Context: an optimization exercise on an open-source flow, tuned for a short achievable clock period and few clock cycles. The choices shown serve that exercise and are no tape-out recipe.
RTL that was checked went through simulation tests only; none was proved equivalent to the original.
No functional check of the RTL was part of runs 1 to 3.
Power is estimated from default activity; no workload was simulated.

[flow/config.mk]
export PLATFORM = sky130hd
export DESIGN_NAME = CPU
export DESIGN_NICKNAME = CPU
export VERILOG_FILES = /design/flow/design.v
export SDC_FILE = /design/flow/constraint.sdc
export NUM_CORES = 4
export LEC_CHECK = 0
export CAP_MARGIN = 75
export CORE_MARGIN = 2
export CORE_UTILIZATION = 55
export SETUP_SLACK_MARGIN = 5
export SLEW_MARGIN = 75
[flow/constraint.sdc]
create_clock -name core_clock -period 13.0 [get_ports {clk}]
set_input_delay 2.6000 -clock core_clock [delete_from_list [all_inputs] [get_ports {clk}]]
set_output_delay 2.6000 -clock core_clock [all_outputs]
set_load 0.01 [all_outputs]
[flow/design.v]
`timescale 1ns / 1ps
`timescale 1ns / 1ps
module ALU_DEC(
  input [5:0] oper,  
  input CFi,
  output b_en, notb, cin,
  output c_xor, c_and, c_or, c_nor, c_sum, c_shl, c_shr, arth, rotate,
  output ALU_en
  );
  wire A2 = oper[5], A1 = oper[4], A0 = oper[3], G1 = oper[2], G0 = oper[1], F = oper[0];
  wire xa = A2 & ~A1 & ~A0;
  wire sh = ~A2 & ~A1 & A0;
  wire on = A2 & ~A1 & A0;
  assign b_en = A2;
  assign notb = A1 & A0;
  assign c_xor = ~F & xa;
  assign c_and = F & xa;
  assign c_or = ~F & on;
  assign c_nor = F & on;
  assign c_sum = A1;
  assign c_shl = ~F & sh;
  assign c_shr = F & sh;
  assign arth = sh & ~G1 & G0;
  assign rotate = sh & G1 & ~G0;
  assign cin = notb ^ (CFi & ((F & A1 & ~A0) | (sh & G1 & G0)));
  assign ALU_en = A2 | A1 | A0;
endmodule
module ALU(
  input [15:0] Ai, nb,  
  input cin, notb,
  input c_xor, c_and, c_or, c_nor, c_sum, c_shl, c_shr, arth, rotate,
  input wb,
  output [15:0] Qo,
  output CF, ZF, SF, VF, HCF
  );
  wire [16:0] s = {1'b0, Ai} + {1'b0, nb} + {16'h0, cin};
  wire [15:0] x = nb ^ Ai;
  wire [16:0] ca = {s[16], s[15:1] ^ x[15:1], cin};
  wire [16:0] c = c_sum ? ca : c_shl ? {Ai, cin} : {16'h0, cin};
  wire sar = arth & (wb ? Ai[7] : Ai[15]);
  wire rot = rotate & ((wb ? c[8] : c[16]) | (Ai[0] & c_shr));
  wire sr = (sar | rot) & c_shr;
  wire [15:0] rin = {sr & ~wb, Ai[15:9], Ai[8] | (sr & wb), Ai[7:1]};
  wire [15:0] q = ({16{c_xor}} & x) | ({16{c_sum}} & s[15:0]) |
                  ({16{c_and}} & (nb & Ai)) | ({16{c_or}} & (nb | Ai)) |
                  ({16{c_nor}} & ~(nb | Ai)) | ({16{c_shl}} & c[15:0]) |
                  ({16{c_shr}} & rin);
  assign Qo = {q[15:1], q[0] | (rot & c_shl)};
  assign CF = (notb ^ (wb ? c[8] : c[16])) | (Ai[0] & c_shr);
  wire lo_zero = ~|Qo[7:0];
  wire hi_zero = ~|Qo[15:8];
  assign ZF = wb ? lo_zero : (lo_zero & hi_zero);
  assign SF = wb ? Qo[7] : Qo[15];
  assign VF = wb ? (c[8] ^ c[7]) : (c[16] ^ c[15]);
  assign HCF = c[4];
endmodule
`timescale 1ns / 1ps
module REGU(
  input clk, rst,
  input exec,                      
  input [15:0] alu_Q, mem_data,
  input [15:0] pc_next,
  input [7:0] wr_itr, wr_gpr,      
  input wr_ss, wr_ds, wr_cs,
  input twb,
  input ALU_en, awb,
  input mem_wr,                    
  input [2:0] rsel_a,
  input [1:0] rsel_b,
  input [7:0] sel_itr, sel_gpr,
  input sel_ss, sel_ds, sel_cs,
  input [15:0] imm_q,
  output [15:0] out_A, out_B, main_bus,
  output [15:0] PC, V2, ACC,
  output reg [7:0] CS, DS, SS
  );
  reg [7:0] lo_ITR [7:0];
  reg [7:0] hi_ITR [7:0];
  reg [7:0] lo_GPR [7:0];
  reg [7:0] hi_GPR [7:0];
  integer i;
  always @(posedge clk or posedge rst) begin
    if (rst) begin
      for (i = 0; i < 8; i = i + 1) begin
        lo_ITR[i] <= 8'h00; hi_ITR[i] <= 8'h00;
        lo_GPR[i] <= 8'h00; hi_GPR[i] <= 8'h00;
      end
      CS <= 8'hff;
      DS <= 8'hff;
      SS <= 8'hff;
    end
    else begin
      if (exec) begin
        {hi_ITR[7], lo_ITR[7]} <= pc_next;
        for (i = 0; i < 7; i = i + 1) begin
          if (wr_itr[i]) begin
            lo_ITR[i] <= main_bus[7:0];
            if (!twb) hi_ITR[i] <= main_bus[15:8];
          end
        end
        for (i = 0; i < 8; i = i + 1) begin
          if (wr_gpr[i]) begin
            lo_GPR[i] <= main_bus[7:0];
            if (!twb) hi_GPR[i] <= main_bus[15:8];
          end
        end
        if (wr_ss) SS <= main_bus[7:0];
        if (wr_ds) DS <= main_bus[7:0];
        if (wr_cs) CS <= main_bus[7:0];
        if (ALU_en) begin
          lo_ITR[3] <= alu_Q[7:0];
          if (!awb) hi_ITR[3] <= alu_Q[15:8];
        end
      end
      if (mem_wr) begin
        lo_ITR[2] <= mem_data[7:0];
        if (!awb) hi_ITR[2] <= mem_data[15:8];
      end
    end
  end
  reg [15:0] bus_r;
  always @* begin
    bus_r = imm_q | {8'h00, ({8{sel_ss}} & SS) | ({8{sel_ds}} & DS) | ({8{sel_cs}} & CS)};
    for (i = 0; i < 8; i = i + 1)
      bus_r = bus_r | ({16{sel_itr[i]}} & {hi_ITR[i], lo_ITR[i]}) |
                      ({16{sel_gpr[i]}} & {hi_GPR[i], lo_GPR[i]});
  end
  assign main_bus = bus_r;
  assign out_A = { hi_ITR[rsel_a], lo_ITR[rsel_a] };
  assign out_B = { hi_ITR[rsel_b], lo_ITR[rsel_b] };
  assign PC = {hi_ITR[7], lo_ITR[7]};
  assign V2 = {hi_ITR[2], lo_ITR[2]};
  assign ACC = {hi_ITR[3], lo_ITR[3]};
endmodule
`timescale 1ns / 1ps
module DEC(
  input [15:0] IRH, IRL,
  input [4:0] flags,
  output ctrlo, aluo, poso, immo,
  output [4:0] pcpos,
  output [2:0] isrc, idst,
  output twb,
  output tgpr_dst, titr_dst, tss_dst, tds_dst, tcs_dst,
  output tgpr_src, titr_src, tss_src, tds_src, tcs_src,
  output [15:0] imm_value,
  output [5:0] alu_opc,
  output [2:0] iscra,
  output [1:0] iscrb,
  output awb,
  output new_carry_flag,
  output pc_write, cs_write,
  output branch
  );
  wire poso1 = ~IRH[15] & ~IRH[14];
  assign ctrlo = ~IRH[15] & IRH[14];
  assign poso = poso1 | (ctrlo & ~IRL[0]);
  assign immo = IRH[15] | (ctrlo & IRL[0]);
  assign aluo = IRH[15] | poso1;
  wire [3:0] ir_flags = IRH[7:4];
  wire hc_temp  = flags[0] & (~ir_flags[3]) & (~ir_flags[2]) & (~ir_flags[1]);
  wire c_temp   = flags[4] & (~ir_flags[3]) & ir_flags[1];
  wire z_temp1  = flags[3] & (~ir_flags[3]) & ir_flags[2];
  wire s_temp   = flags[2] & ir_flags[3]    & (~ir_flags[2]) & (~ir_flags[1]);
  wire v_temp   = flags[1] & ir_flags[3]    & (~ir_flags[2]) & ir_flags[1];
  wire ls_temp  = (flags[1] ^ flags[2])     & ir_flags[3]    & ir_flags[2];
  wire z_temp2  = flags[3] & ir_flags[3]    & ir_flags[2]    & ir_flags[1];
  wire branch_signal = ir_flags[0] ^ (hc_temp | c_temp | z_temp1 | v_temp |
                                      s_temp | ls_temp | z_temp2);
  assign branch = branch_signal;
  assign pcpos = ((branch_signal | (~IRH[13])) & poso) ? IRH[12:8] : 5'h0;
  wire bit_D = IRH[3];
  wire bit_18 = IRH[2];
  wire bit_14 = IRL[14];
  assign twb = IRL[10];
  wire pstr_oper = poso, imm_oper = immo;
  assign isrc = bit_D ? {IRH[1:0], IRL[15]} : IRL[13:11];
  assign idst = bit_D ? IRL[13:11] : {IRH[1:0], IRL[15]};
  assign tgpr_src = ({pstr_oper, bit_D, bit_14} == 3'b100);
  assign titr_src = ({pstr_oper, bit_D, bit_18} == 3'b111 ||
                     {pstr_oper, bit_D, bit_14} == 3'b101);
  assign tcs_src  = ({pstr_oper, bit_D, bit_18, IRH[1:0], IRL[15]} == 6'b110100);
  assign tds_src  = ({pstr_oper, bit_D, bit_18, IRH[1:0], IRL[15]} == 6'b110010);
  assign tss_src  = ({pstr_oper, bit_D, bit_18, IRH[1:0], IRL[15]} == 6'b110001);
  assign tgpr_dst = ({pstr_oper, imm_oper, bit_14} == 3'b010 ||
                     {pstr_oper, bit_D, bit_14}    == 3'b110);
  assign titr_dst = ({pstr_oper, imm_oper, bit_14} == 3'b011 ||
                     {pstr_oper, bit_D, bit_14}    == 3'b111 ||
                     {pstr_oper, bit_D, bit_18}    == 3'b101);
  assign tcs_dst  = ({pstr_oper, imm_oper, IRH[1], twb} == 4'b0111 ||
                     {pstr_oper, bit_D, bit_18, IRH[1]} == 4'b1001);
  assign tds_dst  = ({pstr_oper, imm_oper, IRH[1], twb} == 4'b0111 ||
                     {pstr_oper, bit_D, bit_18, IRH[0]} == 4'b1001);
  assign tss_dst  = ({pstr_oper, imm_oper, IRH[1], twb} == 4'b0111 ||
                     {pstr_oper, bit_D, bit_18, IRL[15]} == 4'b1001);
  assign imm_value = {twb ? 8'h00 : {IRH[6:0], IRL[15]},
                      aluo ? IRH[14] : IRL[5], IRH[13:7]};
  assign alu_opc = aluo ? {IRL[8:6], IRL[2:0]} : 6'h0;
  assign iscra = IRL[5:3];
  assign iscrb = IRL[2:1];
  assign awb = IRL[9];
  assign new_carry_flag = IRL[4] ? IRL[3] : flags[4] ^ IRL[3];
  assign pc_write = titr_dst && idst == 3'h7;
  assign cs_write = !titr_dst && !tgpr_dst && tcs_dst;
endmodule
module CPU(
  input clk, rst, ready,
  input [15:0] data_in,
  output reg load, store,
  output reg code_seg, data_seg, stack_seg,
  output alu_wb,
  output [23:0] addr_out,
  output [15:0] data_out
  );
  reg [15:0] IR [1:0];  
  reg [4:0] flags;  
  reg st_H, st_L, st_M, st_B;  
  reg xe;  
  reg [23:0] addr_r;
  reg [15:0] dout;
  reg wb_out;
  reg [15:0] opA, opNB, npc;
  reg [23:0] nxa, nxa2;  
  reg [23:0] addr2_r;  
  reg [15:0] npc2;
  reg idle;  
  reg [7:0] q_sel_itr, q_sel_gpr, q_wr_itr, q_wr_gpr;
  reg q_sel_ss, q_sel_ds, q_sel_cs, q_wr_ss, q_wr_ds, q_wr_cs, q_twb, q_pcw, q_csw;
  reg [15:0] imm_q;
  reg q_notb, q_cin, q_xor, q_and, q_or, q_nor, q_sum, q_shl, q_shr, q_arth, q_rot, q_alu_en;
  wire [15:0] rd_A, rd_B, bus_q, alu_Qo, PC, V2, ACC;
  wire [7:0] CS, DS, SS;
  wire ctrlo, aluo, poso, immo, twb, awb, new_carry_flag;
  wire tgpr_dst, titr_dst, tss_dst, tds_dst, tcs_dst;
  wire tgpr_src, titr_src, tss_src, tds_src, tcs_src;
  wire [4:0] pcpos;
  wire [2:0] isrc, idst, iscra;
  wire [1:0] iscrb;
  wire [15:0] imm_value;
  wire [5:0] alu_opc_x;
  wire pc_write, cs_write, dec_x_branch;
  DEC dec_x(IR[1], IR[0], flags,
    ctrlo, aluo, poso, immo, pcpos, isrc, idst, twb,
    tgpr_dst, titr_dst, tss_dst, tds_dst, tcs_dst,
    tgpr_src, titr_src, tss_src, tds_src, tcs_src,
    imm_value, alu_opc_x, iscra, iscrb, awb, new_carry_flag,
    pc_write, cs_write, dec_x_branch);
  wire n_ctrlo, n_aluo, n_poso, n_immo, n_twb, n_awb, n_ncf;
  wire n_tgpr_dst, n_titr_dst, n_tss_dst, n_tds_dst, n_tcs_dst;
  wire n_tgpr_src, n_titr_src, n_tss_src, n_tds_src, n_tcs_src;
  wire [4:0] n_pcpos;
  wire [2:0] n_isrc, n_idst, n_iscra;
  wire [1:0] n_iscrb;
  wire [15:0] n_imm_value;
  wire [5:0] n_alu_opc;
  wire n_pc_write, n_cs_write, n_branch;
  DEC dec_n(IR[1], data_in, flags,
    n_ctrlo, n_aluo, n_poso, n_immo, n_pcpos, n_isrc, n_idst, n_twb,
    n_tgpr_dst, n_titr_dst, n_tss_dst, n_tds_dst, n_tcs_dst,
    n_tgpr_src, n_titr_src, n_tss_src, n_tds_src, n_tcs_src,
    n_imm_value, n_alu_opc, n_iscra, n_iscrb, n_awb, n_ncf,
    n_pc_write, n_cs_write, n_branch);
  wire n_b_en, n_notb, n_cin, n_xor, n_and, n_or, n_nor, n_sum, n_shl, n_shr, n_arth, n_rot, n_alu_en;
  ALU_DEC alu_dec(n_alu_opc, flags[4],
    n_b_en, n_notb, n_cin, n_xor, n_and, n_or, n_nor, n_sum, n_shl, n_shr, n_arth, n_rot,
    n_alu_en);
  wire CF, ZF, SF, VF, HCF;
  ALU alu(
    opA, opNB, q_cin, q_notb,
    q_xor, q_and, q_or, q_nor, q_sum, q_shl, q_shr, q_arth, q_rot,
    awb,
    alu_Qo,
    CF, ZF, SF, VF, HCF
  );
  wire [15:0] pc_next = q_pcw ? {q_twb ? PC[15:8] : bus_q[15:8], bus_q[7:0]} : npc;
  wire [7:0] cs_next = q_csw ? bus_q[7:0] : CS;
  wire [7:0] n_isrc_oh = 8'h1 << n_isrc;
  wire [7:0] n_idst_oh = 8'h1 << n_idst;
  wire n_seg_dst = ~n_titr_dst & ~n_tgpr_dst;
  wire mem_wr = st_M & ready & ~IR[0][7];
  REGU regu(
    clk, rst, xe,
    alu_Qo, data_in,
    pc_next,
    q_wr_itr, q_wr_gpr,
    q_wr_ss, q_wr_ds, q_wr_cs,
    q_twb,
    q_alu_en, awb,
    mem_wr,
    n_iscra, n_iscrb,
    q_sel_itr, q_sel_gpr,
    q_sel_ss, q_sel_ds, q_sel_cs,
    imm_q,
    rd_A, rd_B, bus_q,
    PC, V2, ACC,
    CS, DS, SS
  );
  wire [15:0] pc_off = {{10{IR[1][12]}}, IR[1][11:8], 2'b00};
  wire [15:0] pc_seq = PC + 16'h4;
  wire [15:0] pc_br = PC + pc_off + 16'h4;
  wire [15:0] pc_seq2 = PC + 16'h6;
  wire [15:0] pc_br2 = PC + pc_off + 16'h6;
  wire br_ok = ~IR[1][15] & (dec_x_branch | ~IR[1][13]) & (|IR[1][12:8]);
  wire n_br = br_ok & ~(IR[1][14] & data_in[0]);
  wire [15:0] pc_pred = n_br ? pc_br : pc_seq;
  wire [15:0] pc_pred2 = n_br ? pc_br2 : pc_seq2;
  wire n_mem = ~IR[1][15] & IR[1][14] & data_in[8];
  wire n_t = IR[1][14] & data_in[0];
  wire n_id7 = IR[1][3] ? (data_in[13] & data_in[12] & data_in[11]) :
                          (IR[1][1] & IR[1][0] & data_in[15]);
  wire n_pcw = n_id7 & ((IR[1][3] | IR[1][15] | n_t) ? data_in[14] : IR[1][2]);
  wire n_csw = ~IR[1][15] & ~n_t & ~IR[1][3] & ~IR[1][2] & IR[1][1];
  wire n_bub = n_pcw | n_csw;
  wire [15:0] pc_bus = {q_twb ? PC[15:8] : bus_q[15:8], bus_q[7:0]};
  wire [15:0] pc_next2 = q_pcw ? pc_bus + 16'h2 : npc2;
  wire [23:0] a_L = n_mem ? {data_in[6] ? SS : DS, ACC} : {CS, pc_pred};
  wire [23:0] a_nx = xe ? {cs_next, pc_next} : nxa;
  wire [23:0] a_nx2 = xe ? {cs_next, pc_next2} : nxa2;
  wire [23:0] a_rdy = st_L ? a_L :
                      st_H ? (idle ? addr_r : addr2_r) :
                      st_M ? a_nx : addr_r;
  wire [23:0] a_next = ready ? a_rdy : (st_B ? a_nx : addr_r);
  wire [23:0] a2_next = (ready & st_L) ? {CS, pc_pred2} :
                        ((ready & st_M) | st_B) ? a_nx2 : addr2_r;
  always @(posedge clk or posedge rst) begin
    if (rst) begin
      IR[1] <= 16'h0; IR[0] <= 16'h0;
      st_H <= 1'b1; st_L <= 1'b0; st_M <= 1'b0; st_B <= 1'b0;
      idle <= 1'b1;
      xe <= 1'b0;
      load <= 1'b0;
      store <= 1'b0;
      code_seg <= 1'b1; data_seg <= 1'b0; stack_seg <= 1'b0;
      addr_r <= 24'hff0000;
      addr2_r <= 24'hff0002;
      dout <= 16'h0; wb_out <= 1'b0;
      opA <= 16'h0; opNB <= 16'h0; npc <= 16'h0; npc2 <= 16'h0;
      nxa <= 24'h0; nxa2 <= 24'h0;
      q_sel_itr <= 8'h0; q_sel_gpr <= 8'h0; q_wr_itr <= 8'h0; q_wr_gpr <= 8'h0;
      q_sel_ss <= 1'b0; q_sel_ds <= 1'b0; q_sel_cs <= 1'b0;
      q_wr_ss <= 1'b0; q_wr_ds <= 1'b0; q_wr_cs <= 1'b0;
      q_twb <= 1'b0; q_pcw <= 1'b0; q_csw <= 1'b0; imm_q <= 16'h0;
      q_notb <= 1'b0; q_cin <= 1'b0; q_xor <= 1'b0; q_and <= 1'b0; q_or <= 1'b0;
      q_nor <= 1'b0; q_sum <= 1'b0; q_shl <= 1'b0; q_shr <= 1'b0; q_arth <= 1'b0;
      q_rot <= 1'b0; q_alu_en <= 1'b0;
    end
    else begin
      xe <= 1'b0;
      idle <= 1'b0;
      addr_r <= a_next;
      addr2_r <= a2_next;
      if (xe) begin
        nxa <= {cs_next, pc_next};
        nxa2 <= {cs_next, pc_next2};
      end
      if (st_H) begin
        if (ready && !idle) begin
          IR[1] <= data_in;
          st_H <= 1'b0; st_L <= 1'b1;
        end
        else load <= 1'b1;
      end
      if (st_L) begin
        IR[0] <= data_in;
        opA <= rd_A;
        opNB <= ({16{n_b_en}} & rd_B) ^ {16{n_notb}};
        q_notb <= n_notb; q_cin <= n_cin; q_xor <= n_xor; q_and <= n_and; q_or <= n_or;
        q_nor <= n_nor; q_sum <= n_sum; q_shl <= n_shl; q_shr <= n_shr; q_arth <= n_arth;
        q_rot <= n_rot; q_alu_en <= n_alu_en;
        npc <= pc_pred;
        npc2 <= pc_pred2;
        q_sel_itr <= {8{n_titr_src}} & n_isrc_oh;
        q_sel_gpr <= {8{n_tgpr_src}} & n_isrc_oh;
        q_sel_ss <= n_tss_src; q_sel_ds <= n_tds_src; q_sel_cs <= n_tcs_src;
        imm_q <= {16{n_immo}} & n_imm_value;
        q_wr_itr <= {8{n_titr_dst}} & n_idst_oh & 8'h7f;
        q_wr_gpr <= {8{~n_titr_dst & n_tgpr_dst}} & n_idst_oh;
        q_wr_ss <= n_seg_dst & n_tss_dst;
        q_wr_ds <= n_seg_dst & n_tds_dst;
        q_wr_cs <= n_seg_dst & n_tcs_dst;
        q_twb <= n_twb; q_pcw <= n_pcw; q_csw <= n_csw;
        dout <= V2;
        if (n_mem) wb_out <= data_in[9];
      end
      if (st_L && ready) begin
        st_L <= 1'b0;
        xe <= 1'b1;
        if (n_mem) begin
          st_M <= 1'b1;
          load <= ~data_in[7];
          store <= data_in[7];
          code_seg <= 1'b0;
          data_seg <= ~data_in[6];
          stack_seg <= data_in[6];
        end
        else if (n_bub) begin
          st_B <= 1'b1;
          load <= 1'b0;
        end
        else st_H <= 1'b1;
      end
      if ((st_M & ready) | st_B) begin
        st_M <= 1'b0; st_B <= 1'b0; st_H <= 1'b1;
        load <= 1'b1; store <= 1'b0;
        code_seg <= 1'b1; data_seg <= 1'b0; stack_seg <= 1'b0;
      end
    end
  end
  always @(posedge clk or posedge rst) begin
    if (rst) begin
      flags <= 5'b00000;
    end
    else if (xe) begin
      if (q_alu_en) begin
        flags <= {CF, ZF, SF, VF, HCF};
      end
      else if (ctrlo) begin
        flags[4] <= new_carry_flag;
      end
    end
  end
  assign alu_wb = wb_out;
  assign addr_out = addr_r;
  assign data_out = dout;
endmodule
[flow/flow/run.sh]
#!/bin/bash
# Own layout flow: the standard flow, with two changes to how cells are
# chosen after synthesis:
#  - every input and output port is buffered with sky130_fd_sc_hd__buf_4
#    (the standard flow lets the resizer pick the port buffer, and it picks a
#    delay cell, clkdlybuf4s50_1);
#  - the delay cells (clkdlybuf4s*, dlygate*, dlymetal*) are kept out of the
#    resizer's buffering, so long wires are not repaired with delay cells.
# Synthesis is the standard synthesis, run unchanged.
set -euo pipefail
bash standard.sh synth > flow_synth.log 2>&1
export DONT_USE_CELLS="sky130_fd_sc_hd__clkdlybuf4s15_1 sky130_fd_sc_hd__clkdlybuf4s15_2 sky130_fd_sc_hd__clkdlybuf4s18_1 sky130_fd_sc_hd__clkdlybuf4s18_2 sky130_fd_sc_hd__clkdlybuf4s25_1 sky130_fd_sc_hd__clkdlybuf4s25_2 sky130_fd_sc_hd__clkdlybuf4s50_1 sky130_fd_sc_hd__clkdlybuf4s50_2 sky130_fd_sc_hd__dlygate4sd1_1 sky130_fd_sc_hd__dlygate4sd2_1 sky130_fd_sc_hd__dlygate4sd3_1 sky130_fd_sc_hd__dlymetal6s2s_1 sky130_fd_sc_hd__dlymetal6s4s_1 sky130_fd_sc_hd__dlymetal6s6s_1"
export BUFFER_PORTS_ARGS="-buffer_cell sky130_fd_sc_hd__buf_4"
bash standard.sh > flow_layout.log 2>&1
[flow/standard.sh]
#!/bin/bash
# synth_recipe.tcl (not shown) runs the flow's synth.tcl, then flattens the netlist and writes it again
# the make line also repeats each setting of config.mk as NAME=value (left out here)
make -C /OpenROAD-flow-scripts/flow DESIGN_CONFIG=/design/flow/config.mk WORK_HOME=/design/flow/orfs CLKGATE_MAP_FILE= SYNTH_SCRIPT=/design/flow/synth_recipe.tcl "${@:-finish}"
==> notes.md, run 1 <==
share of cells above drive strength 1=0.198; first-pass GRT wire length=169,000 um; post-layout min period=5200 ps; clock slew at reported path FFs=60 ps; RD Place Congestion=approximately 0.95; Starting Density=0.555; #FFs+latches synth=560; Syn-to-layout area delta=17.2%; WS Path Type=primary input to register; Mean Syn Cell Area=9.34 um^2; Setup Buffers After CTS=0; worst-skew pair later-pin latency=670 ps; commonest cells after routing, fill and taps aside=dfrtp_1 (464), nand2_1 (348), a21oi_1 (304), nor2_1 (291), o21ai_0 (266); Setup TNS=0 ps; clock sink count=560; initial antenna violation count=4; pin count of the biggest net entering global routing=47; Syn Nets=3,254; FP Rows=85; Tcrit/Tclk final=0.400; CTS buffer count=61; Yosys warning total=8; CP startpoint kind=primary input; synthesized instance count=between 3,000 and 4,000; drt drc=0; RSZ-0062 raised after global routing=false; width of the die=236 um; FF+latch area=14,200 um^2; EDFF count, synth=0; synth unique cells=91; main flop type after synthesis=dfrtp_1; post-synth top area share=0.434; tightest hold margin=roughly 460 ps; Async SR Flop Fraction=1.00; largest cells by area after synthesis=dfrtp_1 (43%), a21oi_1 (5.3%), o21ai_0 (4.7%), nand2_1 (4.5%), dfstp_2 (3.9%); All-Layer GR Usage=0.404; cts hold-fix bufs=0; Max Clock Freq=~190 MHz; final worst slack=7800 ps; DP Wirelength=80,900 um; # port buffers=64; Post-Synth Adder-Cell Area=0.0226; P_int=5.44 mW; Final Cell Area=34,800 um^2; complex-gate fraction of the synthesized area=0.232; Clk pwr share=0.183; main combinational cell family by area after synthesis=compound AO/OA/AOI/OAI gates; Resized Gates After CTS=0; Overflow after GRT=0; synthesized cell area=between 20,000 and 30,000 um^2; CP Capture Type=register; NetSw=roughly 4.6 mW; logic gate share of total power=0.476; Avg WL per Cell=approximately 29 um; filler cell count=4,397; Hold WC Path Type=register to register; leak pwr=14.7 nW; antenna-violating nets left=0; # setup viols final=0; register area share after synthesis=0.473; Root Driver=clkbuf_16; CP max-delay cell=or4b_4; XOR/XNOR share of the synthesized area=0.0197; Worst Clk Skew=~40 ps; post-synthesis mux area share=0.0707; MaxCap Viol Count=0; area of the multi-input gates=around 15,000 um^2; Core Region=53,600 um^2; switching share of power=0.459; Post-Synth Simple-Gate Area=0.133; die height=roughly 240 um; via/cell ratio=6.75; leading area contributor after synthesis=dfrtp_1; # IOs=65; area post-placement=between 30,000 and 40,000 um^2; P per Cell Area=just under 300 nW/um^2; H-tree levels=2; slowest stage delay, CP=500 ps; Max FO, Critical Path=7; Final Max Tran Viols=0; fin nets=3,272; final WL=114,000 um; DRT Pass-1 Iters=6; pre-CTS setup slack=7190 ps; Critical Path, Cell by Cell=buf_4 -> a21o_1 -> a21oi_4 -> nand2_2 -> mux2i_2 -> ha_1 -> nor2_1 -> or4b_4 -> and2_4 -> nor4_4 -> xnor2_1 -> a221o_1; Crit path buffers/inverters=1; outcome=complete, no violations; via count=between 20,000 and 30,000; Worst EP arrival=~5700 ps; sequential power share=0.340; TritonCTS clock tree=built; Max Root-Sink Buffers=3; Iter 0 DRT Violations=approximately 3,600; most common cell after layout, fill and taps aside=dfrtp_1; Top delay family on crit path=simple AND/OR/NAND/NOR gates; vias in the first global route=25,700; peak supply drop=152 uV; Fin. Hold Viols=0; full die area=55,900 um^2; CP required=13,520 ps
[logic make-up after synthesis]
kind of cell	Yosys count
AOI/OAI and AO/OA	1077
xor gates and xnor gates	67
adders and majority gates	52
buffers and inverters	365
DFF	560
muxes	168
other	1
and+or+nand+nor	893
[worst reg2reg max path, stage by stage, from the launching register on]
cell and delay (ps):
dfrtp_2 530, buf_4 320, a222oi_1 150, clkdlybuf4s50_1 490
buf_1 140, nor2b_1 160, a221oi_1 340, clkdlybuf4s50_1 580
nand4b_1 220, buf_2 230, nor4bb_1 330, xor2_1 350
a21oi_1 160, a221o_1 300
[state kept, by name, indices dropped and copies added (netlist names), 15 cells and up]
name and flops:
regu.lo_GPR 64, regu.lo_ITR 64, regu.hi_GPR 64, npc 16, opNB 16, addr_r 24, regu.hi_ITR 64, dout 16
addr2_r 24, nxa2 24, npc2 15, nxa 24, imm_q 16, IR 20, opA 16
[cell usage after synthesis (27+ instances only)]
master     instances
ha_1              49
dfrtp_1          516
dfstp_2           44
mux4_2            27
clkbuf_1         195
o21ai_0          279
and2_1            27
a21oi_1          313
nand2b_1          36
a22oi_1          135
inv_1            106
mux2_2            63
a22o_1            27
buf_1             35
nand2_1          356
xnor2_1           50
o2bb2ai_1         49
o211ai_1          41
nand3_1           33
nor2_1           305
mux2i_1           77
nor3_1            33
[worst paths after layout]
path                              start     endpoint  slack (ps)  cells after the start
max                          data_in[0]  addr2_r[15]        7800                     12
min                            code_seg     code_seg         460                      2
max reg2reg                q_sel_gpr[7]  addr2_r[15]        8550                     13
min reg2reg                    code_seg     code_seg         460                      2
max in group asynchronous           rst   regu.SS[1]        9310                      9
min in group asynchronous           rst       opA[9]        1970                      3
[per-stage QoR]
stage | instances | utilization | power [mW]
after floorplan | 3183 | - | 5.92
after global placement | 3754 | 0.571 | 7.46
after detailed placement | 3820 | 0.604 | 7.95
after CTS | 3936 | 0.643 | 9.80
after global routing | 3950 | 0.650 | 10.5
final | 3954 | 0.650 | 10.1
[cell type report]
cell class | count | share of cell area
Clock inverter | 24 | 0.00819
Sequential cell | 560 | 0.407
Multi-Input combinational cell | 2258 | 0.435
Clock buffer | 92 | 0.0532
Tap cell | 696 | 0.0250
Timing Repair Buffer | 206 | 0.0597
Inverter | 114 | 0.0125
Antenna cell | 4 | 0.000287
[power groups by stage]
stage / clock [mW] / combinational [mW] / sequential [mW]
2_1_floorplan: 0 / 2.97 / 2.95
3_3_place_gp: 0 / 4.11 / 3.36
3_5_place_dp: 0 / 4.57 / 3.38
4_1_cts: 1.85 / 4.59 / 3.36
5_1_grt: 1.92 / 5.13 / 3.46
6_report: 1.84 / 4.79 / 3.42
[metal layers]
metal / routed length, um / global-route usage / vias to the layer above
met5: 10 / 0 / -
met4: 5460 / 0.177 / 2
met3: 13200 / 0.114 / 310
met2: 49400 / 0.595 / 1666
met1: 45500 / 0.560 / 13200
li1: - / - / 11500
==> run 2, diff against run 1 <==
--- a/flow/design.v
+++ b/flow/design.v
@@ -219,9 +219,8 @@
   reg [15:0] dout;
   reg wb_out;
   reg [15:0] opA, opNB, npc;
-  reg [23:0] nxa, nxa2;  
-  reg [23:0] addr2_r;  
-  reg [15:0] npc2;
+  reg [23:0] nxa;  
+  reg [23:0] fa_r;  
   reg idle;  
   reg [7:0] q_sel_itr, q_sel_gpr, q_wr_itr, q_wr_gpr;
   reg q_sel_ss, q_sel_ds, q_sel_cs, q_wr_ss, q_wr_ds, q_wr_cs, q_twb, q_pcw, q_csw;
@@ -297,12 +296,9 @@
   wire [15:0] pc_off = {{10{IR[1][12]}}, IR[1][11:8], 2'b00};
   wire [15:0] pc_seq = PC + 16'h4;
   wire [15:0] pc_br = PC + pc_off + 16'h4;
-  wire [15:0] pc_seq2 = PC + 16'h6;
-  wire [15:0] pc_br2 = PC + pc_off + 16'h6;
   wire br_ok = ~IR[1][15] & (dec_x_branch | ~IR[1][13]) & (|IR[1][12:8]);
   wire n_br = br_ok & ~(IR[1][14] & data_in[0]);
   wire [15:0] pc_pred = n_br ? pc_br : pc_seq;
-  wire [15:0] pc_pred2 = n_br ? pc_br2 : pc_seq2;
   wire n_mem = ~IR[1][15] & IR[1][14] & data_in[8];
   wire n_t = IR[1][14] & data_in[0];
   wire n_id7 = IR[1][3] ? (data_in[13] & data_in[12] & data_in[11]) :
@@ -310,17 +306,13 @@
   wire n_pcw = n_id7 & ((IR[1][3] | IR[1][15] | n_t) ? data_in[14] : IR[1][2]);
   wire n_csw = ~IR[1][15] & ~n_t & ~IR[1][3] & ~IR[1][2] & IR[1][1];
   wire n_bub = n_pcw | n_csw;
-  wire [15:0] pc_bus = {q_twb ? PC[15:8] : bus_q[15:8], bus_q[7:0]};
-  wire [15:0] pc_next2 = q_pcw ? pc_bus + 16'h2 : npc2;
   wire [23:0] a_L = n_mem ? {data_in[6] ? SS : DS, ACC} : {CS, pc_pred};
   wire [23:0] a_nx = xe ? {cs_next, pc_next} : nxa;
-  wire [23:0] a_nx2 = xe ? {cs_next, pc_next2} : nxa2;
-  wire [23:0] a_rdy = st_L ? a_L :
-                      st_H ? (idle ? addr_r : addr2_r) :
-                      st_M ? a_nx : addr_r;
-  wire [23:0] a_next = ready ? a_rdy : (st_B ? a_nx : addr_r);
-  wire [23:0] a2_next = (ready & st_L) ? {CS, pc_pred2} :
-                        ((ready & st_M) | st_B) ? a_nx2 : addr2_r;
+  wire [23:0] a_inc = {fa_r[23:16], fa_r[15:0] + 16'h2};
+  wire [23:0] a_next = ready ? (st_L ? a_L : st_H ? (idle ? addr_r : a_inc) : st_M ? a_nx : addr_r)
+                             : (st_B ? a_nx : addr_r);
+  wire [23:0] fa_next = ready ? (st_L ? a_L : st_H ? (idle ? fa_r : a_inc) : st_M ? a_nx : fa_r)
+                              : (st_B ? a_nx : fa_r);
   always @(posedge clk or posedge rst) begin
     if (rst) begin
       IR[1] <= 16'h0; IR[0] <= 16'h0;
@@ -331,10 +323,10 @@
       store <= 1'b0;
       code_seg <= 1'b1; data_seg <= 1'b0; stack_seg <= 1'b0;
       addr_r <= 24'hff0000;
-      addr2_r <= 24'hff0002;
+      fa_r <= 24'hff0000;
       dout <= 16'h0; wb_out <= 1'b0;
-      opA <= 16'h0; opNB <= 16'h0; npc <= 16'h0; npc2 <= 16'h0;
-      nxa <= 24'h0; nxa2 <= 24'h0;
+      opA <= 16'h0; opNB <= 16'h0; npc <= 16'h0;
+      nxa <= 24'h0;
       q_sel_itr <= 8'h0; q_sel_gpr <= 8'h0; q_wr_itr <= 8'h0; q_wr_gpr <= 8'h0;
       q_sel_ss <= 1'b0; q_sel_ds <= 1'b0; q_sel_cs <= 1'b0;
       q_wr_ss <= 1'b0; q_wr_ds <= 1'b0; q_wr_cs <= 1'b0;
@@ -347,11 +339,8 @@
       xe <= 1'b0;
       idle <= 1'b0;
       addr_r <= a_next;
-      addr2_r <= a2_next;
-      if (xe) begin
-        nxa <= {cs_next, pc_next};
-        nxa2 <= {cs_next, pc_next2};
-      end
+      fa_r <= fa_next;
+      if (xe) nxa <= {cs_next, pc_next};
       if (st_H) begin
         if (ready && !idle) begin
           IR[1] <= data_in;
@@ -367,7 +356,6 @@
         q_nor <= n_nor; q_sum <= n_sum; q_shl <= n_shl; q_shr <= n_shr; q_arth <= n_arth;
         q_rot <= n_rot; q_alu_en <= n_alu_en;
         npc <= pc_pred;
-        npc2 <= pc_pred2;
         q_sel_itr <= {8{n_titr_src}} & n_isrc_oh;
         q_sel_gpr <= {8{n_tgpr_src}} & n_isrc_oh;
         q_sel_ss <= n_tss_src; q_sel_ds <= n_tds_src; q_sel_cs <= n_tcs_src;
==> notes.md, run 2 <==
outcome=complete, no violations; drt drc=0 (unchanged); Max Clock Freq=229 MHz (+19%); filler cell count=3,907 (-11%); leading area contributor after synthesis=dfrtp_1; Tcrit/Tclk final=0.335 (-0.0646); Commonest cells post-synth=dfrtp_1 (463), nand2_1 (338), nor2_1 (277); share of cells above drive strength 1=0.197 (-0.000624); Root Driver=clkbuf_16; clock slew at reported path FFs=60 ps (about the same); synth unique cells=89 (-2.2%); Worst Hold Launch=code_seg; CTS buffer count=53 (-13%); TritonCTS clock tree=built; RSZ-0062 raised after global routing=false; most common cell after layout, fill and taps aside=dfrtp_1; Final Max Tran Viols=0 (unchanged); pin count of the biggest net entering global routing=50 (+6.4%); via/cell ratio=6.66 (-1.2%); Max FO, Critical Path=9 (+2); Worst Clk Skew=23.1 ps (-17.1 ps); CP required=13,550 ps (+30 ps); main flop type after synthesis=dfrtp_1; width of the die=224 um (-5.1%); cts hold-fix bufs=0 (unchanged); CP max-delay cell=clkdlybuf4s18_2; WS Path Type=primary input to register; # port buffers=64 (unchanged); # IOs=65 (unchanged); Core Region=47,800 um^2 (-11%); worst-skew pair later-pin latency=620 ps (-50 ps); die height=224 um (-5.1%); synthesized cell area=26,700 um^2 (-10%); Crit path depth=11 (-1); post-layout util=0.647 (-0.00332); antenna-violating nets left=0 (unchanged); Crit path buffers/inverters=6 (+5); clock sink count=506 (-9.6%); EDFF count, synth=0 (unchanged); largest cells by area after synthesis=dfrtp_1 (43%), a21oi_1 (4.9%), nand2_1 (4.8%), o21ai_0 (4.5%), dfstp_2 (4.2%); FP Rows=80 (-5.9%); Resized Gates After CTS=0 (unchanged); vias in the first global route=22,100 (-14%); fin nets=2,911 (-11%); CP startpoint kind=primary input; Starting Density=0.558 (+0.00343); P per Cell Area=275 nW/um^2 (-4.7%); r2r worst-path depth=12 (-1); Max Root-Sink Buffers=3 (unchanged); commonest cells after routing, fill and taps aside=dfrtp_1 (411), nand2_1 (320), nor2_1 (267), a21oi_1 (253), o21ai_0 (233); DRT Pass-1 Iters=8 (+2); worst reg2reg endpoint=flags[3]; first-pass GRT wire length=143,000 um (-15%); Setup Buffers After CTS=0 (unchanged); Overflow after GRT=0 (unchanged); Avg WL per Cell=27.1 um (-5.5%); GRT met2 Usage=0.555 (-0.0394); met1 Use GR=0.554 (-0.00610); Yosys warning total=8 (unchanged); Async SR Flop Fraction=1.00 (unchanged); CP dominant cell by count=buf_2; Critical Path, Cell by Cell=buf_4 -> a21o_2 -> a221oi_4 -> clkdlybuf4s18_2 -> buf_2 -> buf_2 -> buf_2 -> buf_2 -> mux2i_1 -> a21o_1 -> o22a_1; Hold Path End=code_seg; RR Startpoint=q_cin; Top delay family on crit path=buffers and inverters; peak supply drop=133 uV (-12%); met3 Usage GRT=0.0781 (-0.0355); leak pwr=13.1 nW (-11%); Hold WC Path Type=register to register; H-tree levels=2 (unchanged); final WL=94,700 um (-17%); Mean Syn Cell Area=9.48 um^2 (+1.5%); count leader, synth=dfrtp_1; Syn Nets=2,898 (-11%); DP Wirelength=69,000 um (-15%); Fin. Hold Viols=0 (unchanged); full die area=50,300 um^2 (-10%); final cell count without fillers=3,491 (-12%); #FFs+latches synth=506 (-9.6%); Hold Crit Depth=2 (unchanged); All-Layer GR Usage=0.379 (-0.0248); placed cells=3,378 (-12%); Iter 0 DRT Violations=2,911 (-20%); CP Capture Type=register; Worst EP arrival=4910 ps (-810 ps); # setup viols final=0 (unchanged); RD Place Congestion=0.960 (+1.0%); slowest stage delay, CP=330 ps (-170 ps); Syn-to-layout area delta=15.9%; Setup TNS=0 ps (unchanged); via count=23,300 (-13%); post-synth top area share=0.434 (about the same); register area share after synthesis=0.476 (+0.00301); MaxCap Viol Count=0 (unchanged); Most Crowded Layer GR=met2; initial antenna violation count=3 (-1); synthesized instance count=2,817 (-11%); R2R Setup Slk=9430 ps (+880 ps); post-layout min period=4360 ps (-840 ps)
-- run 2: cell count changes in the layout (fill, tap and decap cells not counted), moves of 10 or more --
cell	previous run	this run
nand2_1	348	320
nor2_1	291	267
o21ai_0	266	233
mux2i_1	70	43
a22oi_1	134	114
a21oi_1	304	253
nor3_1	23	13
dfrtp_1	464	411
nand2_4	2	16
o211ai_1	41	30
-- run 2: power breakdown --
| group | internal (mW) | switching [mW] |
|---|---|---|
| Clock | 0.941 | 0.653 |
| Sequential | 2.27 | 0.894 |
| Combinational | 1.51 | 2.24 |
-- run 2: layout make-up --
type	count	area, um^2	share of cell area
Timing Repair Buffer	175	1580	0.0510
Clock inverter	14	198	0.00639
Sequential cell	506	12800	0.415
Multi-Input combinational cell	1985	13500	0.436
Clock buffer	85	1640	0.0529
Inverter	109	438	0.0142
Tap cell	615	769	0.0249
Antenna cell	2	5.00	0.000162
-- run 2: through the flow --
stage               setup slack (ps)  hold slack [ps]  total power, mW  area, um^2
floorplan                       3570              447             5.09       26700
global route                    8570              484             8.94       30900
finish                          8640              464             8.51       30900
global placement                7570              456             6.37       27500
detailed placement              8030              456             6.71       28900
CTS                             8670              466             8.32       30700
-- run 2: cells by family after synthesis --
group	synth area share
AO/OA/AOI/OAI	0.232
XOR/XNOR	0.0190
adder cells (fa/ha/maj)	0.0299
buffers and inverters	0.0469
flip-flops	0.476
multiplexers	0.0714
other	0.000140
AND/OR/NAND/NOR	0.125
-- run 2: how the worst max path moves through the flow --
stage	from	end	slack (ps)
4_1_cts	data_in[0]	addr_r[9]	8670
6_report	data_in[0]	addr_r[9]	8640
5_1_grt	data_in[0]	addr_r[9]	8570
2_1_floorplan	rst	IR[0][3]	3570
3_5_place_dp	data_in[0]	addr_r[9]	8030
3_3_place_gp	rst	regu.hi_ITR[4][5]	7570
-- run 2: layer usage --
metal	wire length [um]	share of wire	up-vias
met3	9780	0.10	214
met4	3930	0.041	2
li1	-	-	10200
met5	13	0.00014	-
met1	39700	0.42	11600
met2	41300	0.44	1271
-- run 2: worst min-delay path: stages, from the launching register on --
cell and delay (ps):
dfstp_2 370, nand2_1 50, nand2_1 50
==> run 3, diff against run 2 <==
--- a/flow/design.v
+++ b/flow/design.v
@@ -220,7 +220,6 @@
   reg wb_out;
   reg [15:0] opA, opNB, npc;
   reg [23:0] nxa;  
-  reg [23:0] fa_r;  
   reg idle;  
   reg [7:0] q_sel_itr, q_sel_gpr, q_wr_itr, q_wr_gpr;
   reg q_sel_ss, q_sel_ds, q_sel_cs, q_wr_ss, q_wr_ds, q_wr_cs, q_twb, q_pcw, q_csw;
@@ -308,11 +307,9 @@
   wire n_bub = n_pcw | n_csw;
   wire [23:0] a_L = n_mem ? {data_in[6] ? SS : DS, ACC} : {CS, pc_pred};
   wire [23:0] a_nx = xe ? {cs_next, pc_next} : nxa;
-  wire [23:0] a_inc = {fa_r[23:16], fa_r[15:0] + 16'h2};
+  wire [23:0] a_inc = {addr_r[23:16], addr_r[15:0] + 16'h2};
   wire [23:0] a_next = ready ? (st_L ? a_L : st_H ? (idle ? addr_r : a_inc) : st_M ? a_nx : addr_r)
                              : (st_B ? a_nx : addr_r);
-  wire [23:0] fa_next = ready ? (st_L ? a_L : st_H ? (idle ? fa_r : a_inc) : st_M ? a_nx : fa_r)
-                              : (st_B ? a_nx : fa_r);
   always @(posedge clk or posedge rst) begin
     if (rst) begin
       IR[1] <= 16'h0; IR[0] <= 16'h0;
@@ -323,7 +320,6 @@
       store <= 1'b0;
       code_seg <= 1'b1; data_seg <= 1'b0; stack_seg <= 1'b0;
       addr_r <= 24'hff0000;
-      fa_r <= 24'hff0000;
       dout <= 16'h0; wb_out <= 1'b0;
       opA <= 16'h0; opNB <= 16'h0; npc <= 16'h0;
       nxa <= 24'h0;
@@ -339,7 +335,6 @@
       xe <= 1'b0;
       idle <= 1'b0;
       addr_r <= a_next;
-      fa_r <= fa_next;
       if (xe) nxa <= {cs_next, pc_next};
       if (st_H) begin
         if (ready && !idle) begin
==> notes.md, run 3 <==
DP Wirelength=70,900 um (+2.8%); TritonCTS clock tree=built; Max FO, Critical Path=20 (+11); via/cell ratio=6.72 (+0.93%); Worst Clk Skew=29.5 ps (+6.41 ps); R2R Setup Slk=9220 ps (-210 ps); r2r worst-path depth=12 (unchanged); Final Max Tran Viols=0 (unchanged); EDFF count, synth=0 (unchanged); peak supply drop=160 uV (+20%); Starting Density=0.561 (+0.00260); WS Path Type=primary input to register; # setup viols final=0 (unchanged); # IOs=65 (unchanged); post-synth top area share=0.441 (+0.00712); synthesized instance count=2,831 (+0.50%); die height=222 um (-0.90%); Fin. Hold Viols=0 (unchanged); CTS buffer count=53 (unchanged); clock sink count=497 (-1.8%); switching share of power=0.453 (+0.00789); sequential power share=0.371 (about the same); clock slew at reported path FFs=60 ps (about the same); worst reg2reg endpoint=addr_r[13]; Max Clock Freq=242 MHz (+5.5%); outcome=complete, no violations; full die area=49,400 um^2 (-1.8%); main flop type after synthesis=dfrtp_1; Max Root-Sink Buffers=3 (unchanged); first-pass GRT wire length=148,000 um (+3.0%); All-Layer GR Usage=0.400 (+0.0207); Async SR Flop Fraction=1.00 (unchanged); Core Region=46,800 um^2 (-2.3%); Root Driver=clkbuf_16; DRT Pass-1 Iters=7 (-1); final WL=98,500 um (+4.0%); Mean Syn Cell Area=9.26 um^2 (-2.3%); synthesized cell area=26,200 um^2 (-1.8%); P per Cell Area=283 nW/um^2 (+3.0%); RD Place Congestion=0.974 (+1.4%); Syn-to-layout area delta=15.6%; Setup Buffers After CTS=0 (unchanged); Clk pwr share=0.188 (about the same); P_int=4.70 mW (-0.51%); register area share after synthesis=0.476 (about the same); leading area contributor after synthesis=dfrtp_1; initial antenna violation count=2 (-1); #FFs+latches synth=497 (-1.8%); commonest cells after routing, fill and taps aside=dfrtp_1 (405), nor2_1 (305), a21oi_1 (289), nand2_1 (282), o21ai_0 (245); Iter 0 DRT Violations=3,569 (+23%); width of the die=222 um (-0.90%); NetSw=3.89 mW (+2.7%); Tcrit/Tclk final=0.318 (-0.0175); Hold WC Path Type=register to register; drt drc=0 (unchanged); worst-skew pair later-pin latency=630 ps (about the same); share of cells above drive strength 1=0.181 (-0.0164); # port buffers=64 (unchanged); tightest hold margin=483 ps (+18.8 ps); FP Rows=79 (-1.3%); leak pwr=12.7 nW (-2.8%); Overflow after GRT=0 (unchanged); synth unique cells=80 (-10%); Commonest cells post-synth=dfrtp_1 (462), nor2_1 (321), nand2_1 (300); fin nets=2,922 (+0.38%); logic gate share of total power=0.441 (about the same); count leader, synth=dfrtp_1; MaxCap Viol Count=0 (unchanged); Avg WL per Cell=28.2 um (+4.0%); RSZ-0062 raised after global routing=false; Hold Crit Depth=2 (unchanged); post-layout min period=4130 ps (-227 ps); CP required=13,490 ps (-60 ps); CP startpoint kind=primary input; via count=23,500 (+0.96%); most common cell after layout, fill and taps aside=dfrtp_1; RR Startpoint=regu.lo_ITR[7][3]; Worst EP arrival=4620 ps (-290 ps); Yosys warning total=8 (unchanged); Worst Hold Launch=regu.hi_GPR[2][0]; cts hold-fix bufs=0 (unchanged); diode count=0 (-2); antenna-violating nets left=0 (unchanged); Tot Pwr=8.58 mW (+0.93%); Syn Nets=2,912 (+0.48%); largest cells by area after synthesis=dfrtp_1 (44%), a21oi_1 (5.6%), o21ai_0 (4.8%), nor2_1 (4.6%), nand2_1 (4.3%); H-tree levels=2 (unchanged); vias in the first global route=22,300 (+0.90%); CP Capture Type=register; pin count of the biggest net entering global routing=49 (-2.0%); Hold Path End=regu.hi_GPR[2][0]; Resized Gates After CTS=0 (unchanged); Setup TNS=0 ps (unchanged)
run 3: cell count changes after synthesis, sizes merged, moves of 16 or more:
| cell | before | now |
|---|---|---|
| a22oi | 114 | 79 |
| a221oi | 18 | 42 |
| a21oi | 263 | 291 |
| nand2 | 338 | 300 |
| mux4 | 36 | 20 |
| nor2 | 278 | 322 |
run 3: cells by family after synthesis:
family                     count (synthesis)  synth area share
AOI/OAI and AO/OA                        955             0.234
muxes                                    129            0.0615
buffers and inverters                    327            0.0477
xor gates and xnor gates                  59            0.0197
other                                      1          0.000143
adders and majority gates                 62            0.0305
and+or+nand+nor                          801             0.130
DFF                                      497             0.476
run 3: layout make-up:
| type | count | area (um^2) |
|---|---|---|
| fillers | 3824 | 16400 |
| inverters | 103 | 408 |
| clock buffers | 81 | 1540 |
| clock inverters | 18 | 309 |
| well taps | 607 | 759 |
| repair buffers | 179 | 1680 |
| multi-input cells | 2007 | 13000 |
| flip-flops and latches | 497 | 12600 |
run 3: worst max-delay path by stage:
stage,from,endpoint,slack [ps]
after floorplan,rst,IR[0][3],3690
after global placement,data_in[5],opA[4],7900
after detailed placement,data_in[0],addr_r[12],8240
after CTS,data_in[0],addr_r[12],8880
after global routing,data_in[0],addr_r[12],8840
final,data_in[0],addr_r[12],8870
run 3: worst max-delay path: stages:
cell and delay (ps):
buf_4 170, a21o_2 300, a221oi_2 200, buf_4 330, mux2_2 390, mux2_2 280, a221oi_2 260, nor2_1 70
run 3: through the flow:
stage	utilization	worst slack [ps]	instance area [um^2]	std cells
3_5_place_dp	0.604	8240	28200	3380
5_1_grt	0.648	8840	30300	3492
3_3_place_gp	0.580	7900	27100	3334
6_report	0.648	8870	30300	3492
2_1_floorplan	-	3690	26200	2831
4_1_cts	0.643	8880	30100	3479
run 3: routing by layer:
layer,GRT usage,part of all wire
met1,0.575,0.41
met2,0.571,0.42
met3,0.0946,0.12
met4,0.189,0.053
met5,0,0.00016
run 3: power groups by stage:
stage | Combinational [mW] | Sequential [mW] | Clock [mW]
floorplan | 2.46 | 2.69 | 0
global placement | 3.37 | 3.13 | 0
detailed placement | 3.62 | 3.16 | 0
CTS | 3.64 | 3.14 | 1.62
global route | 4.11 | 3.23 | 1.69
finish | 3.79 | 3.18 | 1.61
==> run 4, diff against run 3 <==
--- a/flow/design.v
+++ b/flow/design.v
@@ -220,7 +220,6 @@
   reg wb_out;
   reg [15:0] opA, opNB, npc;
   reg [23:0] nxa;  
-  reg idle;  
   reg [7:0] q_sel_itr, q_sel_gpr, q_wr_itr, q_wr_gpr;
   reg q_sel_ss, q_sel_ds, q_sel_cs, q_wr_ss, q_wr_ds, q_wr_cs, q_twb, q_pcw, q_csw;
   reg [15:0] imm_q;
@@ -292,37 +291,30 @@
     PC, V2, ACC,
     CS, DS, SS
   );
-  wire [15:0] pc_off = {{10{IR[1][12]}}, IR[1][11:8], 2'b00};
   wire [15:0] pc_seq = PC + 16'h4;
-  wire [15:0] pc_br = PC + pc_off + 16'h4;
+  wire [15:0] pc_br = PC + {{10{IR[1][12]}}, IR[1][11:8], 2'b00} + 16'h4;
   wire br_ok = ~IR[1][15] & (dec_x_branch | ~IR[1][13]) & (|IR[1][12:8]);
   wire n_br = br_ok & ~(IR[1][14] & data_in[0]);
   wire [15:0] pc_pred = n_br ? pc_br : pc_seq;
-  wire n_mem = ~IR[1][15] & IR[1][14] & data_in[8];
-  wire n_t = IR[1][14] & data_in[0];
-  wire n_id7 = IR[1][3] ? (data_in[13] & data_in[12] & data_in[11]) :
-                          (IR[1][1] & IR[1][0] & data_in[15]);
-  wire n_pcw = n_id7 & ((IR[1][3] | IR[1][15] | n_t) ? data_in[14] : IR[1][2]);
-  wire n_csw = ~IR[1][15] & ~n_t & ~IR[1][3] & ~IR[1][2] & IR[1][1];
-  wire n_bub = n_pcw | n_csw;
+  wire n_mem = IR[1][15:14] == 2'b01 && data_in[8];
+  wire n_bub = n_pc_write | n_cs_write;
   wire [23:0] a_L = n_mem ? {data_in[6] ? SS : DS, ACC} : {CS, pc_pred};
   wire [23:0] a_nx = xe ? {cs_next, pc_next} : nxa;
-  wire [23:0] a_inc = {addr_r[23:16], addr_r[15:0] + 16'h2};
-  wire [23:0] a_next = ready ? (st_L ? a_L : st_H ? (idle ? addr_r : a_inc) : st_M ? a_nx : addr_r)
-                             : (st_B ? a_nx : addr_r);
+  wire [23:0] a_rdy = st_L ? a_L :
+                      st_H ? (load ? {addr_r[23:16], addr_r[15:0] + 16'h2} : addr_r) :
+                      st_M ? a_nx : addr_r;
+  wire [23:0] a_next = ready ? a_rdy : (st_B ? a_nx : addr_r);
   always @(posedge clk or posedge rst) begin
     if (rst) begin
       IR[1] <= 16'h0; IR[0] <= 16'h0;
       st_H <= 1'b1; st_L <= 1'b0; st_M <= 1'b0; st_B <= 1'b0;
-      idle <= 1'b1;
       xe <= 1'b0;
       load <= 1'b0;
       store <= 1'b0;
       code_seg <= 1'b1; data_seg <= 1'b0; stack_seg <= 1'b0;
       addr_r <= 24'hff0000;
       dout <= 16'h0; wb_out <= 1'b0;
-      opA <= 16'h0; opNB <= 16'h0; npc <= 16'h0;
-      nxa <= 24'h0;
+      opA <= 16'h0; opNB <= 16'h0; npc <= 16'h0; nxa <= 24'h0;
       q_sel_itr <= 8'h0; q_sel_gpr <= 8'h0; q_wr_itr <= 8'h0; q_wr_gpr <= 8'h0;
       q_sel_ss <= 1'b0; q_sel_ds <= 1'b0; q_sel_cs <= 1'b0;
       q_wr_ss <= 1'b0; q_wr_ds <= 1'b0; q_wr_cs <= 1'b0;
@@ -333,11 +325,10 @@
     end
     else begin
       xe <= 1'b0;
-      idle <= 1'b0;
       addr_r <= a_next;
       if (xe) nxa <= {cs_next, pc_next};
       if (st_H) begin
-        if (ready && !idle) begin
+        if (ready && load) begin
           IR[1] <= data_in;
           st_H <= 1'b0; st_L <= 1'b1;
         end
@@ -360,7 +351,7 @@
         q_wr_ss <= n_seg_dst & n_tss_dst;
         q_wr_ds <= n_seg_dst & n_tds_dst;
         q_wr_cs <= n_seg_dst & n_tcs_dst;
-        q_twb <= n_twb; q_pcw <= n_pcw; q_csw <= n_csw;
+        q_twb <= n_twb; q_pcw <= n_pc_write; q_csw <= n_cs_write;
         dout <= V2;
         if (n_mem) wb_out <= data_in[9];
       end
==> flow/config.mk (replaced) <==
export PLATFORM = sky130hd
export DESIGN_NAME = CPU
export DESIGN_NICKNAME = CPU
export VERILOG_FILES = /design/flow/design.v
export SDC_FILE = /design/flow/constraint.sdc
export NUM_CORES = 4
export LEC_CHECK = 0
export CAP_MARGIN = 80
export CORE_MARGIN = 2
export CORE_UTILIZATION = 60
export SETUP_SLACK_MARGIN = 5
export SLEW_MARGIN = 80
==> notes.md, run 4 <==
synth unique cells=81 (+1.3%); filler cell count=3,144 (-18%); complex-gate fraction of the synthesized area=0.231 (-0.00300); diode count=0 (unchanged); NetSw=4.19 mW (+7.8%); initial antenna violation count=2 (unchanged); Mean Syn Cell Area=9.34 um^2 (+0.83%); Final Max Tran Viols=0 (unchanged); via count=24,100 (+2.7%); Setup Buffers After CTS=0 (unchanged); H-tree levels=2 (unchanged); Post-Synth Simple-Gate Area=0.133 (+0.00237); first-pass GRT wire length=143,000 um (-3.0%); Critical Path, Cell by Cell=buf_4 -> a21oi_1 -> buf_4 -> nand2_1 -> nor2_4 -> buf_2 -> buf_2 -> mux2i_1 -> o221ai_1 -> o22a_1; post-layout min period=4200 ps (+70.3 ps); vias in the first global route=22,800 (+2.1%); main combinational cell family by area after synthesis=compound AO/OA/AOI/OAI gates; Starting Density=0.608 (+0.0477); full die area=45,400 um^2 (-8.2%); #FFs+latches synth=495 (-0.40%); post-synth top area share=0.440 (-0.000850); FP Rows=76 (-3.8%); placed cells=3,389 (+0.27%); Iter 0 DRT Violations=3,217 (-9.9%); FF+latch area=12,600 um^2 (about the same); logic gate share of total power=0.484 (+0.043); main flop type after synthesis=dfrtp_1; Commonest cells post-synth=dfrtp_1 (461), nand2_1 (321), a21oi_1 (305); share of cells above drive strength 1=0.230 (+0.0491); Async SR Flop Fraction=1.00 (unchanged); slowest stage delay, CP=290 ps (-100 ps); Syn Nets=2,888 (-0.82%); Max Clock Freq=238 MHz (-1.7%); TritonCTS clock tree=built; Worst Tran Pin Value=340 ps; Yosys warning total=8 (unchanged); # setup viols final=0 (unchanged); clock sink count=495 (-0.40%); Setup TNS=0 ps (unchanged); DRT Pass-1 Iters=7 (unchanged); leak pwr=13.3 nW (+4.5%); # IOs=65 (unchanged); MaxCap Viol Count=0 (unchanged); post-synthesis mux area share=0.0661 (+0.00460); via/cell ratio=6.90 (+2.6%); final cell count without fillers=3,497 (+0.14%); clock slew at reported path FFs=60 ps (about the same); Hold WC Path Type=register to register; synthesized cell area=26,200 um^2 (about the same); switching share of power=0.458 (+0.00485); worst-skew pair later-pin latency=620 ps (about the same); CP required=13,500 ps (about the same); # port buffers=64 (unchanged); fin nets=2,950 (+0.96%); area of the multi-input gates=14,000 um^2 (+7.3%); synthesized instance count=2,807 (-0.85%); sequential power share=0.347 (-0.024); Clk pwr share=0.170 (-0.018); EDFF count, synth=0 (unchanged); count leader, synth=dfrtp_1; register area share after synthesis=0.474 (-0.00184); All-Layer GR Usage=0.425 (+0.0252); cts hold-fix bufs=0 (unchanged); WS Path Type=primary input to register; Max FO, Critical Path=15 (-25%); largest cells by area after synthesis=dfrtp_1 (44%), a21oi_1 (5.8%), nand2_1 (4.6%), o21ai_0 (4.3%), nor2_1 (4.2%); Syn-to-layout area delta=21.6%; Root Driver=clkbuf_16; P_int=4.96 mW (+5.7%); Core Region=43,100 um^2 (-7.9%); die height=213 um (-4.2%); most common cell after layout, fill and taps aside=dfrtp_1; Max Root-Sink Buffers=3 (unchanged); Worst Clk Skew=15.2 ps (-14.3 ps); Overflow after GRT=0 (unchanged); CP startpoint kind=primary input; width of the die=213 um (-4.2%); Resized Gates After CTS=0 (unchanged); antenna-violating nets left=0 (unchanged); drt drc=0 (unchanged); Post-Synth Adder-Cell Area=0.0305 (about the same); Worst EP arrival=4700 ps (+80 ps); Fin. Hold Viols=0 (unchanged); DP Wirelength=70,000 um (-1.3%); leading area contributor after synthesis=dfrtp_1; CP max-delay cell=mux2i_1; commonest cells after routing, fill and taps aside=dfrtp_1 (395), nand2_1 (300), a21oi_1 (289), nor2_1 (279), o21ai_0 (202); XOR/XNOR share of the synthesized area=0.0187 (-0.000998); Slew headroom=0.773; pin count of the biggest net entering global routing=31 (-37%); RD Place Congestion=0.963 (-1.2%); outcome=complete, no violations; RSZ-0062 raised after global routing=false; CTS buffer count=52 (-1.9%); Avg WL per Cell=27.2 um (-3.4%); Tcrit/Tclk final=0.323 (+0.00541); peak supply drop=183 uV (+14%); CP Capture Type=register; P per Cell Area=287 nW/um^2 (+1.4%); final WL=95,300 um (-3.3%)
-- run 4: changes by cell type after synthesis, sizes merged, moves of 12 or more --
cell	delta
a221oi	-28
nor2	-30
o21ai	-31
clkbuf	+12
nand4	-12
nand3	+12
mux4	+14
a22oi	+36
o31ai	+12
a21oi	+14
a211oi	+13
a22o	-19
mux2i	-18
nand2	+21
-- run 4: layout make-up --
type                       count  area share
clock inverter                19     0.00765
timing repair buffer         234      0.0772
clock buffer                  78      0.0473
sequential                   495       0.394
multi-input combinational   1991       0.439
tap                          585      0.0230
inverter                      95      0.0119
-- run 4: metrics by stage --
stage / hold slack [ps] / util / cell area [um^2] / power, mW / setup slack, ps
after global routing: 501 / 0.740 / 31900 / 9.56 / 8650
after detailed placement: 468 / 0.689 / 29700 / 7.25 / 8270
after global placement: 461 / 0.628 / 27100 / 6.52 / 7800
after floorplan: 447 / - / 26200 / 5.18 / 3710
after CTS: 482 / 0.730 / 31400 / 8.82 / 8890
final: 481 / 0.740 / 31900 / 9.16 / 8800
-- run 4: path summary, 6_finish.rpt --
kind / from / endpoint / slack, ps / cells past startpoint
setup reg to reg: opA[0] / flags[3] / 9080 / 12
setup / recovery: data_in[0] / addr_r[11] / 8800 / 10
min in group asynchronous: rst / opA[10] / 1860 / 2
max in group asynchronous: rst / regu.DS[2] / 9160 / 11
hold reg to reg: nxa[18] / nxa[18] / 480 / 1
hold / removal: nxa[18] / nxa[18] / 480 / 1
-- run 4: layer usage --
metal,global-route usage,routed length (um),up-vias
met5,0,22,-
met4,0.216,5380,4
met3,0.111,11700,316
met2,0.611,41200,1649
met1,0.597,37000,11900
li1,-,-,10300
-- run 4: power groups by stage --
stage          clock network [mW]  logic [mW]  registers, mW
2_1_floorplan                   0        2.51           2.67
3_3_place_gp                    0        3.44           3.08
3_5_place_dp                    0        4.13           3.12
4_1_cts                      1.55        4.17           3.10
5_1_grt                      1.61        4.74           3.21
6_report                     1.55        4.43           3.18
-- run 4: logic make-up (layout without fill, tap and decap cells) --
group,count (synthesis),count (layout)
and+or+nand+nor,808,808
AOI/OAI and AO/OA,941,941
adders and majority gates,62,62
xor gates and xnor gates,56,56
buffers and inverters,321,426
muxes,124,124
DFF,495,495
-- run 4: worst max-delay path, delay by kind of cell --
kind | cells | cell delay, ps
AOI/OAI and AO/OA | 3 | 460
muxes | 1 | 290
and+or+nand+nor | 2 | 470
buffers and inverters | 4 | 880
Testbench counts of run 4, summed over its fixed seeds: cycles 26,244.
==> run 5, diff against run 4 <==
==> flow/config.mk (replaced) <==
export PLATFORM = sky130hd
export DESIGN_NAME = CPU
export DESIGN_NICKNAME = CPU
export VERILOG_FILES = /design/flow/design.v
export SDC_FILE = /design/flow/constraint.sdc
export NUM_CORES = 4
export LEC_CHECK = 0
export CAP_MARGIN = 70
export CORE_MARGIN = 2
export CORE_UTILIZATION = 50
export SETUP_SLACK_MARGIN = 5
export SLEW_MARGIN = 70
==> notes.md, run 5 <==
DRT Pass-1 Iters=6 (-1); # setup viols final=0 (unchanged); via count=23,100 (-4.3%); worst-skew pair later-pin latency=630 ps (about the same); filler cell count=4,495 (+43%); CP required=13,490 ps (about the same); Starting Density=0.508 (-0.101); WS Path Type=primary input to register; count leader, synth=dfrtp_1; area of the multi-input gates=13,000 um^2 (-6.9%); synthesized cell area=26,200 um^2 (unchanged); Iter 0 DRT Violations=2,816 (-12%); fin nets=2,868 (-2.8%); die height=233 um (+9.4%); P per Cell Area=285 nW/um^2 (-0.61%); synthesized instance count=2,807 (unchanged); Fin. Hold Viols=0 (unchanged); clock sink count=495 (unchanged); Max Clock Freq=238 MHz (+0.14%); RSZ-0062 raised after global routing=false; Core Region=51,600 um^2 (+20%); Final Max Tran Viols=0 (unchanged); Setup TNS=0 ps (unchanged); first-pass GRT wire length=145,000 um (+1.4%); FF+latch area=12,500 um^2 (-0.61%); clock slew at reported path FFs=60 ps (about the same); Max FO, Critical Path=12 (-3); synth unique cells=81 (unchanged); Worst Tran Pin Value=460 ps (+120 ps); Mean Syn Cell Area=9.34 um^2 (unchanged); most common cell after layout, fill and taps aside=dfrtp_1; initial antenna violation count=3 (+1); Hold Crit Depth=2 (+1); Hold WC Path Type=register to register; Slew headroom=0.684 (-0.0889); cts hold-fix bufs=0 (unchanged); Worst Clk Skew=30.1 ps (+14.8 ps); Syn Nets=2,888 (unchanged); Syn-to-layout area delta=14.2%; #FFs+latches synth=495 (unchanged); CTS buffer count=54 (+3.8%); EDFF count, synth=0 (unchanged); peak supply drop=127 uV (-31%); vias in the first global route=21,900 (-3.7%); post-synth top area share=0.440 (unchanged); pin count of the biggest net entering global routing=63 (+100%); Async SR Flop Fraction=1.00 (unchanged); tightest hold margin=484 ps (+2.64 ps); register area share after synthesis=0.474 (unchanged); # IOs=65 (unchanged); H-tree levels=2 (unchanged); commonest cells after routing, fill and taps aside=dfrtp_1 (426), nand2_1 (306), a21oi_1 (298), nor2_1 (283), o21ai_0 (218); RD Place Congestion=0.978 (+1.5%); All-Layer GR Usage=0.362 (-0.0634); TritonCTS clock tree=built; drt drc=0 (unchanged); Tcrit/Tclk final=0.323 (-0.000441); final WL=97,200 um (+2.0%); width of the die=233 um (+9.4%); largest cells by area after synthesis=dfrtp_1 (44%), a21oi_1 (5.8%), nand2_1 (4.6%), o21ai_0 (4.3%), nor2_1 (4.2%); Yosys warning total=8 (unchanged); Resized Gates After CTS=0 (unchanged); FP Rows=83 (+9.2%); antenna-violating nets left=0 (unchanged); Setup Buffers After CTS=0 (unchanged); share of cells above drive strength 1=0.177 (-0.0528); MaxCap Viol Count=0 (unchanged); post-layout min period=4200 ps (-5.73 ps); # port buffers=64 (unchanged); DP Wirelength=69,800 um (-0.37%); leak pwr=12.6 nW (-5.2%); outcome=complete, no violations; via/cell ratio=6.57 (-4.8%); Root Driver=clkbuf_16; CP Capture Type=register; full die area=54,300 um^2 (+20%); main flop type after synthesis=dfrtp_1; Max Root-Sink Buffers=3 (unchanged); leading area contributor after synthesis=dfrtp_1; Commonest cells post-synth=dfrtp_1 (461), nand2_1 (321), a21oi_1 (305); Overflow after GRT=0 (unchanged); Avg WL per Cell=27.7 um (+1.5%); r2r worst-path depth=11 (-1); CP startpoint kind=primary input; Worst EP arrival=4690 ps (about the same)
-- run 5: cell counts after synthesis --
No cell type changed its count.
-- run 5: power breakdown --
part	internal, mW	total, mW	switching (mW)
combinational	1.50	3.88	2.38
sequential	2.24	3.12	0.885
clock	0.885	1.54	0.655
total	4.63	8.55	3.92
-- run 5: metrics by stage --
stage | cell area (um^2) | setup slack (ps) | utilization | instances | power (mW)
2_1_floorplan | 26200 | 3710 | - | 2807 | 5.18
3_3_place_gp | 27200 | 7680 | 0.527 | 3380 | 6.60
3_5_place_dp | 28000 | 8080 | 0.543 | 3403 | 6.84
4_1_cts | 29800 | 8730 | 0.577 | 3503 | 8.39
5_1_grt | 29900 | 8680 | 0.580 | 3511 | 9.00
6_report | 29900 | 8800 | 0.580 | 3514 | 8.55
-- run 5: path summary, 6_finish.rpt --
path                                   start                end  slack (ps)
setup / recovery                  data_in[0]         addr_r[15]        8800
hold / removal             regu.hi_GPR[1][0]  regu.hi_GPR[1][0]         480
setup reg to reg                      opA[0]           flags[3]        9450
hold reg to reg            regu.hi_GPR[1][0]  regu.hi_GPR[1][0]         480
max in group asynchronous                rst         regu.CS[1]        9250
min in group asynchronous                rst            opA[10]        2020
-- run 5: cell type report --
type	instances	share of cell area
multi-input cells	1991	0.435
clock inverters	13	0.00372
repair buffers	150	0.0480
inverters	95	0.0122
diodes	3	0.000251
flip-flops and latches	495	0.417
clock buffers	87	0.0550
well taps	680	0.0284
-- run 5: per-layer routing --
layer,vias up,track usage,wire [um]
met5,-,0,0
met4,0,0.151,4440
met3,243,0.0826,9380
met2,1220,0.535,42300
met1,11500,0.513,41000
li1,10100,-,-
-- run 5: kinds of logic (layout without fill, tap and decap cells) --
| logic type | Yosys count | count (layout) | synth area share |
|---|---|---|---|
| buffers and inverters | 321 | 345 | 0.0467 |
| adder cells (fa/ha/maj) | 62 | 62 | 0.0305 |
| multiplexers | 124 | 124 | 0.0661 |
| AND/OR/NAND/NOR | 808 | 808 | 0.133 |
| flip-flops | 495 | 495 | 0.474 |
| other | 0 | 3 | 0 |
| AO/OA/AOI/OAI | 941 | 941 | 0.231 |
| XOR/XNOR | 56 | 56 | 0.0187 |
-- run 5: worst max-delay path, stage by stage --
cell and delay [ps]:
buf_4 160, a21oi_4 280, buf_4 230, nand2_1 160
nor2_4 270, buf_4 220, buf_4 190, nor2b_1 80
a2111oi_1 390, nor3_1 110

Setup slack of run 5, layout unchanged: 8.801 ns with ideal ports, 8.841 ns with driving cells assumed (clock clkbuf_16, inputs buf_2), 8.166 ns with port delays also shifted by the 0.675 ns mid clock arrival.
